This is an optimization exercise on Yosys and OpenROAD, whose aim is small area, a short achievable clock period and few clock cycles, not a production implementation.
At most, simulation tests tie the RTL to the original design; equivalence was not proved.
For run 2, only the layout was checked, not whether the RTL still works.

==> flow/design.v (outline; a module is shown in full before it is edited, if it fits) <==
// module ieee754multiplier: 1643 lines
// module fpmul_fa: 4 lines
// module fpmul_ha: 4 lines
module ieee754multiplier (
    input logic clk, rst_n,
    input logic [31:0] a_i,
    input logic [31:0] b_i,
    input logic start_i,
    output logic done_o,
    output logic nan_o,
    output logic inifinit_o,
    output logic overflow_o,
    output logic underflow_o,
    output logic [31:0] product_o
);
  // ...
==> flow/flow/run.sh <==
#!/bin/bash
# The standard layout (the standard.sh: the standard synthesis and the
# ORFS steps to finish), except that the port buffers that global placement
# inserts are buf_1 cells instead of the tool's default pick.
set -euo pipefail
export BUFFER_PORTS_ARGS="-buffer_cell sky130_fd_sc_hd__buf_1"
bash standard.sh > standard.log 2>&1
==> flow/standard.sh <==
#!/bin/bash
# synth_recipe.tcl (not shown) runs the flow's synth.tcl, then flattens the netlist and writes it again
# the make line also repeats each setting of config.mk as NAME=value (left out here)
make -C /OpenROAD-flow-scripts/flow DESIGN_CONFIG=/design/flow/config.mk WORK_HOME=/design/flow/orfs CLKGATE_MAP_FILE= SYNTH_SCRIPT=/design/flow/synth_recipe.tcl "${@:-finish}"
==> flow/config.mk <==
export PLATFORM = sky130hd
export DESIGN_NAME = ieee754multiplier
export DESIGN_NICKNAME = ieee754multiplier
export VERILOG_FILES = /design/flow/design.v
export SDC_FILE = /design/flow/constraint.sdc
export NUM_CORES = 4
export LEC_CHECK = 0
export ABC_AREA = 1
export CAP_MARGIN = 20
export CORE_MARGIN = 2
export CORE_UTILIZATION = 50
export GPL_ROUTABILITY_DRIVEN = 0
export SETUP_SLACK_MARGIN = 1.25
export SLEW_MARGIN = 20
export SYNTH_HIERARCHICAL = 1
==> flow/constraint.sdc <==
create_clock -name core_clock -period 9.0 [get_ports {clk}]
set_input_delay 1.8000 -clock core_clock [delete_from_list [all_inputs] [get_ports {clk}]]
set_output_delay 1.8000 -clock core_clock [all_outputs]
set_load 0.01 [all_outputs]
==> out/results.md, run 1 <==
| Parameter | This run | Unit |
|---|---|---|
| Outcome | complete, no violations | - |
| Leading post-synthesis cells by cell area | fa_1 34%, xor2_1 15%, o22ai_1 11% | - |
| Register bank with the most flops | product_o | - |
| Met2 Wirelength | 23,600 | µm |
| Top library cells by usage in the layout, fill and taps aside | 273 x nand2_1, 267 x xor2_1, 261 x fa_1, 257 x o22ai_1, 154 x inv_1 | - |
| Setup Crit Path Kind | in -> reg | - |
| Worst-case headroom to the max-slew limit | 49.8 | % |
| Pin count of the biggest net entering global routing | 27 | - |
| Synth Flop Type | dfxtp_1 | - |
| Data buffer area share | 5.23 | % |
| Launch point of the worst path | b_i[17] | - |
| Minimum clock period | 7.50 | ns |
| CP most frequent cell | nand2_1 | - |
| Crit path required time | 9.23 | ns |
| Largest cell class by area | multi-input combinational cells | - |
| Post-route cell area | 0.0171 | mm² |
| Filler Cell Count | 2,935 | - |
| Post-synth net total | 2,347 | - |
| Final antenna diode count | 0 | - |
| Wire per inst | 21.9 | µm |
| Dominant delay contributor by cell family on the critical path | adder cells | - |
| Detailed Routing Iterations Pass 1 | 5 | - |
| Num ports | 104 | - |
| Met1 Resource Use GR | 44.8 | % |
| First-pass GRT wire length | 82,700 | µm |
| Combined buffer and inverter count along the critical path | 3 | - |
Testbench counts, summed over its fixed seeds: cycles 3,208.
==> run 2: changes to the inputs <==
--- a/flow/design.v
+++ b/flow/design.v
@@ -1585,22 +1585,22 @@
 fpmul_fa u_s882 (.a(c711), .b(s794), .c(c793), .s(s882), .co(c883));
 fpmul_fa u_s884 (.a(s716), .b(c795), .c(s796), .s(s884), .co(c885));
 fpmul_fa u_s886 (.a(s718), .b(c797), .c(s798), .s(s886), .co(c887));
 fpmul_fa u_s888 (.a(c719), .b(s800), .c(c799), .s(s888), .co(c889));
 fpmul_fa u_s890 (.a(pp310), .b(c801), .c(s802), .s(s890), .co(c891));
 fpmul_fa u_s892 (.a(ci324), .b(pp311), .c(c803), .s(s892), .co(c893));
 assign rx = {ci325, c891, s890, c887, c885, s884, s882, c879, c877, c875, s874, c871, c869, c867, c865, c863, c861, c859, c857, c855, c853, c851, c849, c847, c845, c843, c841, c839, c837, c835, c833, c831, c829, c827, c825, c823, c821, c819, c817, c815, c813, c811, c809, c807, c805, pp3, pp2, neg0};
 assign ry = {c893, s892, c889, s888, s886, c883, c881, s880, s878, s876, c873, s872, s870, s868, s866, s864, s862, s860, s858, s856, s854, s852, s850, s848, s846, s844, s842, s840, s838, s836, s834, s832, s830, s828, s826, s824, s822, s820, s818, s816, s814, s812, s810, s808, s806, s804, 1'b0, pp1};
-logic [16:0] mseg0;
-assign mseg0 = {1'b0, rx[15:0]} + {1'b0, ry[15:0]};
-assign m[15:0] = mseg0[15:0];
-logic [32:0] mseg1;
-assign mseg1 = {1'b0, rx[47:16]} + {1'b0, ry[47:16]} + {32'd0, mseg0[16]};
-assign m[47:16] = mseg1[31:0];
+logic [20:0] mseg0;
+assign mseg0 = {1'b0, rx[19:0]} + {1'b0, ry[19:0]};
+assign m[19:0] = mseg0[19:0];
+logic [28:0] mseg1;
+assign mseg1 = {1'b0, rx[47:20]} + {1'b0, ry[47:20]} + {28'd0, mseg0[20]};
+assign m[47:20] = mseg1[27:0];
 assign sign = a_i[31] ^ b_i[31];
 assign zero = (a_i[22:0] == 23'd0) || (b_i[22:0] == 23'd0);
 assign esum = {2'b00, a_i[30:23]} + {2'b00, b_i[30:23]};
 assign e0   = esum - 10'd127;
 assign e1   = esum - 10'd126;
 logic        nan0, ovf0, unf0, keep0, sgn0;
 logic [7:0]  exp0;
 assign nan0  = !zero && e0[7:0] == 8'hFF;
--- a/flow/config.mk
+++ b/flow/config.mk
@@ -4,12 +4,11 @@
 export VERILOG_FILES = /design/flow/design.v
 export SDC_FILE = /design/flow/constraint.sdc
 export NUM_CORES = 4
 export LEC_CHECK = 0
 export ABC_AREA = 1
 export CAP_MARGIN = 20
 export CORE_MARGIN = 2
 export CORE_UTILIZATION = 50
-export GPL_ROUTABILITY_DRIVEN = 0
 export SETUP_SLACK_MARGIN = 1.25
 export SLEW_MARGIN = 20
 export SYNTH_HIERARCHICAL = 1
==> out/results.md, run 2 <==
| Parameter | This run | Unit | Change |
|---|---|---|---|
| Number of sinks handled by clock tree synthesis | 37 | - |  |
| Worst-Margin Slew | 1.00 | ns |  |
| Critical Path Start Type | input pin | - |  |
| Wire per inst | 22.8 | µm | +4.0% |
| Antenna violations before repair | 0 | - |  |
| Slowest cell on crit path | fa_1 | - |  |
| Number of input and output port buffers inserted | 103 | - |  |
| Detailed Routing Iterations Pass 1 | 7 | - | +2 |
| Number of pins with negative max-slew slack in the final report | 0 | - |  |
| Register bit count reported by yosys | 37 | - |  |
| Synth Flop Type | dfxtp_1 | - |  |
| Outcome | complete, no violations | - |  |
| Number of instances in the synthesized netlist | 1,833 | - |  |
| Critical-path maximum fanout | 9 | - |  |
| Filler Cell Count | 2,766 | - | -5.8% |
| Area growth, synth to finish | 16.3 | % |  |
| Top library cells by usage in the layout, fill and taps aside | 268 x xor2_1, 262 x fa_1, 260 x o22ai_1, 207 x nand2_1, 140 x inv_1 | - |  |
| Synth Cell Area | 0.0151 | mm² |  |
| Top-count cell post-synth | xor2_1 | - |  |
| Starting Density | 50.8 | % |  |
| Worst Setup End Kind | flip-flop | - |  |
| Synthesis Warnings | 7 | - |  |
| Final GP Congestion | 0.950 | - |  |
| Maximum achievable frequency | 0.132 | GHz |  |
| Final antenna diode count | 0 | - | unchanged |
| Post-route cell area | 0.0175 | mm² | +2.7% |
| Drt drc | 0 | - |  |
| Wire length after detailed routing | 53,300 | µm |  |
| CTS tree | yes | - |  |
| Area of the die | 0.0315 | mm² |  |
| Number of maximum-capacitance violations | 0 | - |  |
| First-pass GRT wire length | 80,200 | µm | -3.0% |
| Num ports | 104 | - | unchanged |
| Most common library cell in the layout ignoring fill and taps | xor2_1 | - |  |
| Top cell types by occurrence after synthesis | 274 x xor2_1, 264 x fa_1, 263 x o22ai_1, 261 x nand2_1, 155 x inv_1 | - |  |
| GRT Overall Usage | 33.2 | % |  |
| Site row count | 63 | - |  |
| Root Buffer Master | clkbuf_16 | - |  |
| Max Buffers Root-to-Sink | 2 | - |  |
| Final Hold Violating Endpoints | 0 | - |  |
| Post-synth net total | 2,245 | - | -4.3% |
| TritonCTS buffer count | 5 | - |  |
| Die Y-Extent | 178 | µm |  |
| Setup-failing EPs final | 0 | - |  |
| Class of the worst hold path | in -> async | - |  |
| Final-stage net count | 2,358 | - |  |
| Biggest area consumer among synthesized cells | fa_1 | - |  |
| Delay of the slowest cell on the worst path | 0.64 | ns |  |
| Fraction of registers with async set/reset | 2.70 | % |  |
| Share of the cycle needed by the critical path after routing | 83.9 | % |  |
| Worst-case headroom to the max-slew limit | 32.5 | % | -17 points |
| Setup repair after global routing missed its margin | no | - |  |
| Number of flip-flops under the largest register name | 32 | - |  |
| Number of global-route vias before repair | 14,300 | - |  |
| CP most frequent cell | nand2_2 | - |  |
| Average footprint of a synthesized cell | 8.22 | µm² |  |
| Die extent in x | 178 | µm |  |
| Register bank with the most flops | product_o | - |  |
| Via count normalized by instance count | 6.12 | - |  |
| Clock-pin transition on the worst setup and hold timing paths | 0.06 | ns |  |
| Sequential-to-total area share from yosys stat | 4.95 | % |  |
| Pin count of the biggest net entering global routing | 27 | - | unchanged |
| Via Count | 14,300 | - |  |
| HPWL after detailed placement | 39,400 | µm |  |
| Total congestion overflow after global routing | 0 | - |  |
| H-Tree Depth | 2 | - |  |
| Minimum clock period | 7.55 | ns | +0.0509 ns |
| Leading post-synthesis cells by cell area | fa_1 35%, xor2_1 16%, o22ai_1 11% | - |  |
| Crit path required time | 9.21 | ns | -0.02 ns |
| Synth top area share | 35.1 | % |  |
| End point of the critical path | product_o[8] | - |  |
| Distinct cell type count after synthesis | 44 | - |  |
| Critical path data arrival time | 7.77 | ns |  |
| Final-layout worst hold slack | 1.26 | ns |  |
| Setup Crit Path Kind | in -> reg | - |  |
| Number of DRC markers after the initial detailed-route iteration | 1,419 | - |  |
| Total core area | 0.0296 | mm² |  |
| Number of flops mapped to enable cells by yosys | 0 | - |  |
| Cell area reported after detailed placement | 0.0159 | mm² |  |
| Share of post-route cells with drive strength above 1 | 16.5 | % |  |
| Count of nets left with antenna violations after detail routing | 0 | - |  |
| Setup TNS after final layout | 0 | ns |  |
| Launch point of the worst path | b_i[13] | - |  |
run 2: cell type report:
class	count	area, µm²	area share [%]
multi-input combinational	1492	13700	78.5
timing repair buffer	234	1650	9.44
sequential	37	746	4.26
inverter	175	704	4.02
tap	390	488	2.79
clock buffer	5	125	0.714
clock inverter	3	46.3	0.264
timing repair inverter	1	7.51	0.0429
run 2: Yosys stat by module (local to each module, per instance):
module / flops+latches / area, µm² / copies in the design
fpmul_ha: 0 / 12.5 / 21
fpmul_fa: 0 / 20.0 / 263
ieee754multiplier: 37 / 9530 / 1
run 2: logic make-up (layout without fill, tap and decap cells):
logic type      after synthesis  count (layout)  share of synthesized area [%]
flops                        37              37                           4.95
compound gates              408             411                           16.1
buf+inv                     307             418                           7.90
xor+xnor                    283             283                           16.6
simple gates                453             453                           12.6
fa+ha+maj                   345             345                           41.8
run 2: worst max-delay path: cells and delay by family:
| kind | cells | cell delay [ns] |
|---|---|---|
| and+or+nand+nor | 17 | 1.64 |
| AOI/OAI and AO/OA | 5 | 0.80 |
| adders and majority gates | 6 | 2.52 |
| xor gates and xnor gates | 1 | 0.25 |
| buffers and inverters | 5 | 0.77 |
run 2: worst min path at each step:
stage,slack [ns],start,to,depth (start not counted)
2_1_floorplan,1.50,rst_n,done_o,0
3_3_place_gp,1.56,rst_n,done_o,1
3_5_place_dp,1.56,rst_n,done_o,1
4_1_cts,1.26,rst_n,done_o,1
5_1_grt,1.26,rst_n,done_o,1
6_report,1.26,rst_n,done_o,1
run 2: stage by stage:
step	utilization [%]	cells	setup slack [ns]
floorplan	-	1833	1.51
global placement	53.7	2259	0.219
detailed placement	53.7	2259	0.151
CTS	55.0	2274	1.25
global route	59.1	2337	1.21
finish	59.1	2337	1.45
run 2: per-layer routing:
layer  part of all wire (%)  GRT usage (%)  vias up
met5                      0              0        -
met3                    9.4           5.98      153
met4                    4.7           12.8        0
met2                     45           52.8      795
li1                       -              -     6315
met1                     41           44.9     7036
run 2: timing repair:
item / 4_1_cts / 5_1_grt
gates cloned: 1 / 7
setup buffers: 6 / 56
pin swaps: 3 / 46
endpoints found under the hold margin: 0 / 0
setup endpoints to repair: 36 / 36
gates resized for setup: 46 / 178
hold buffers: 0 / 0

afterwards: timing with drivers on the ports:
Ports are ideal in the flow. The routed layouts listed here were re-timed in OpenROAD. Step 1 assumes that a clkbuf_16 drives the clock port and a buf_2 every other input. Step 2, shift: input delay + t, output delay - t, t = (earliest + latest rising clock arrival at the registers) / 2. This alone moves slack from input paths to output paths. Slacks: ideal / step 1 / step 2; pairs: ideal / step 1.
| run | t, ns | setup WS [ns] | worst setup path after step 2 | clock arrival spread, ns | worst data-port slew with drivers (ns) |
|---|---|---|---|---|---|
| run 1 | 0.315 | 1.497 / 1.458 / 1.144 | input to register | 0.003 / 0.003 | 0.11 |
| run 2 | 0.320 | 1.447 / 1.451 / 1.131 | input to register | 0.009 / 0.009 | 0.07 |
After both steps setup and hold are still met in every run listed. For run 1, which loses most, drivers alone change the setup slack by -0.039 ns; drivers and shift together by -0.353 ns.
